This is an optimization exercise on Yosys and OpenROAD, whose aim is small area, a short achievable clock period and few clock cycles per item, not a production implementation. In this exercise RTL edits were held to simulation tests only and were not proved equivalent to the original.

== alpha ==
## top_sha
module top_sha(input clk,rst,byte_rdy,byte_stop,input [7:0] data_in,
					output overflow_err,output [255:0] Hash_Digest, output hashing_done
    );
	localparam [31:0] IV0 = 32'h6a09e667, IV1 = 32'hbb67ae85,
	                  IV2 = 32'h3c6ef372, IV3 = 32'ha54ff53a,
	                  IV4 = 32'h510e527f, IV5 = 32'h9b05688c,
	                  IV6 = 32'h1f83d9ab, IV7 = 32'h5be0cd19;
	function [31:0] csa_s;
		input [31:0] x, y, z;
		csa_s = x ^ y ^ z;
	endfunction
	function [31:0] csa_c;
		input [31:0] x, y, z;
		csa_c = {((x & y) | (z & (x | y))), 1'b0} ;
	endfunction
	reg [5:0] len;           
	reg       stp;           
	reg [6:0] lcnt;          
	reg [6:0] kidx;          
	reg       kst;           
	reg       ev;            
	reg       av;            
	reg       elast;         
	reg       efin;          
	reg       afin;          
	reg [1:0] ac;            
	reg       done_r;
	reg       ovf_r;
	reg [31:0] w1,w2,w3,w4,w5,w6,w7,w8,w9,w10,w11,w12,w13,w14,w15;
	reg [31:0] X;            
	reg [31:0] KW;           
	reg [31:0] T1;           
	reg [31:0] a,b,c,d,e,f,g,h;
	wire [5:0] len_nx = len + 6'd1;
	wire ld_msg = byte_rdy & (len[1:0] == 2'd3);
	wire ld_pad = (stp | byte_stop) & (lcnt < 7'd67);
	wire ld     = ld_msg | ld_pad;
	wire sh     = (byte_rdy & (len[1:0] == 2'd0) & (len != 6'd0)) |
	              (ld_pad & ~((lcnt == {3'd0, len[5:2]}) & (len[1:0] != 2'd0)));
	reg [31:0] padw;
	always @(*) begin
		case (len[1:0])
			2'd0: padw = 32'h80000000;
			2'd1: padw = {w15[7:0], 24'h800000};
			2'd2: padw = {w15[15:0], 16'h8000};
			default: padw = {w15[23:0], 8'h80};
		endcase
	end
	wire [31:0] s0w = {w2[6:0],w2[31:7]} ^ {w2[17:0],w2[31:18]} ^ (w2 >> 3);
	wire [31:0] s1w = {w15[16:0],w15[31:17]} ^ {w15[18:0],w15[31:19]} ^ (w15 >> 10);
  ...
For scale: roughly 5400 cells after synthesis, about 900 flip-flops, ~49000 um2 of cells after synthesis.
Settings: LEC_CHECK=0, ABC_AREA=1, CAP_MARGIN=20, CORE_MARGIN=2, CORE_UTILIZATION=40, SETUP_SLACK_MARGIN=4.2, SLEW_MARGIN=20; clock period 8.0 ns.
standard.sh (not shown) runs the stock make flow with config.mk's settings and CLKGATE_MAP_FILE= SYNTH_SCRIPT=/design/flow/synth_recipe.tcl, a recipe that flattens the netlist after the stock synthesis.
==> flow/flow/run.sh <==
#!/bin/bash
# Standard layout, with the smallest buffer on the ports.
set -euo pipefail
export BUFFER_PORTS_ARGS="-buffer_cell sky130_fd_sc_hd__buf_1"
bash standard.sh > standard_make.log 2>&1
Testbench counts of alpha, summed over its fixed seeds: cycles 35,171, items 384.
Modified inputs, beta compared to alpha
- swapping 4.2 for 4.3 in SETUP_SLACK_MARGIN
- putting TNS_END_PERCENT at 5 where nothing was set
### Flow results
- beta went all the way through synthesis, placement and routing and the layout is clean on timing, DRC and antenna.
- met5 as the uppermost layer routed was reported by alpha, and met4 by beta.
- Final area on beta is behind alpha.
> inputs changed (beta -> gamma)
- clearing TNS_END_PERCENT, which used to be 5
- swapping 4.3 for 4.5 in SETUP_SLACK_MARGIN
Results
- Count of filler cells inserted in the layout delta for gamma relative to beta: 479 lower
- Going from beta to gamma, the slew at the pin closest to its max-slew limit was found to have gone down by 0.019 ns.
- Compared with beta, gamma shows final critical delay including setup and external delays lower by 0.071 ns.
- gamma -> beta: placement row count delta 0, exact match
- There was hardly any difference in global-route usage between gamma and beta.
- On post-route non-filler standard cell count: gamma sits above beta.
- Routed wire length in gamma is 1200 um higher than in beta
- Setup slack: gamma vs beta up 0.071 ns
- Depth of the worst register-to-register path in gamma vs beta: down 1
Inputs modified between gamma and delta:
- a change of SETUP_SLACK_MARGIN from 4.5 to 3.6
Notes after the runs:
- Against gamma, delta comes in 0.21 points higher on global-route met1 utilization.
- | utilization | delta vs gamma | 4.7 points lower |
- The fraction of the cycle the final worst path needs reported for delta is greater than that of gamma by 7.6 points.
- Area added between synthesis and finish, gamma and delta: higher on gamma
Input-level comparison between epsilon and delta:
- changing SETUP_SLACK_MARGIN from 3.6 to 4.3
- setting CTS_BUF_LIST to sky130_fd_sc_hd__clkbuf_4 sky130_fd_sc_hd__clkbuf_8 for the first time
- setting CTS_CLUSTER_SIZE to 30 for the first time
Findings:
No stage failed in epsilon, and the final checks on the layout all came back clean. As of epsilon, number of global-route vias before repair had risen by a few percent compared to delta. epsilon reports a higher final clock skew than delta does. The cell type of the slowest stage on the worst timing path comes out fa_2 in one run and dfxtp_1 in the other, namely in epsilon and delta respectively.

## separate check: timing with driven ports
In the flow no input, the clock included, has a driving cell. The finished layouts below were timed again as built, in two steps. Step 1 sets driving cells, clkbuf_16 on the clock port and buf_2 on the other inputs (assumed; they add their load-dependent delay and slew). Step 2, shift: input delay + t, output delay - t, t = (earliest + latest rising clock arrival at the registers) / 2. This alone moves slack from input paths to output paths. a / b / c = no drivers / after step 1 / after step 2; a / b = the first two.
run	t (ns)	setup WS [ns]	hold WS [ns]
alpha	0.785	4.236 / 4.236 / 3.553	0.402 / 0.402 / 0.402
beta	0.788	4.227 / 4.227 / 3.609	0.401 / 0.401 / 0.401
gamma	0.786	4.299 / 4.299 / 3.920	0.381 / 0.381 / 0.381
delta	0.784	3.690 / 3.690 / 3.234	0.400 / 0.400 / 0.400
epsilon	0.945	4.328 / 4.328 / 3.466	0.401 / 0.401 / 0.401
After both steps setup and hold are still met in every run listed. For epsilon, which loses most, drivers alone change the setup slack by 0.000 ns; drivers and shift together by -0.862 ns.
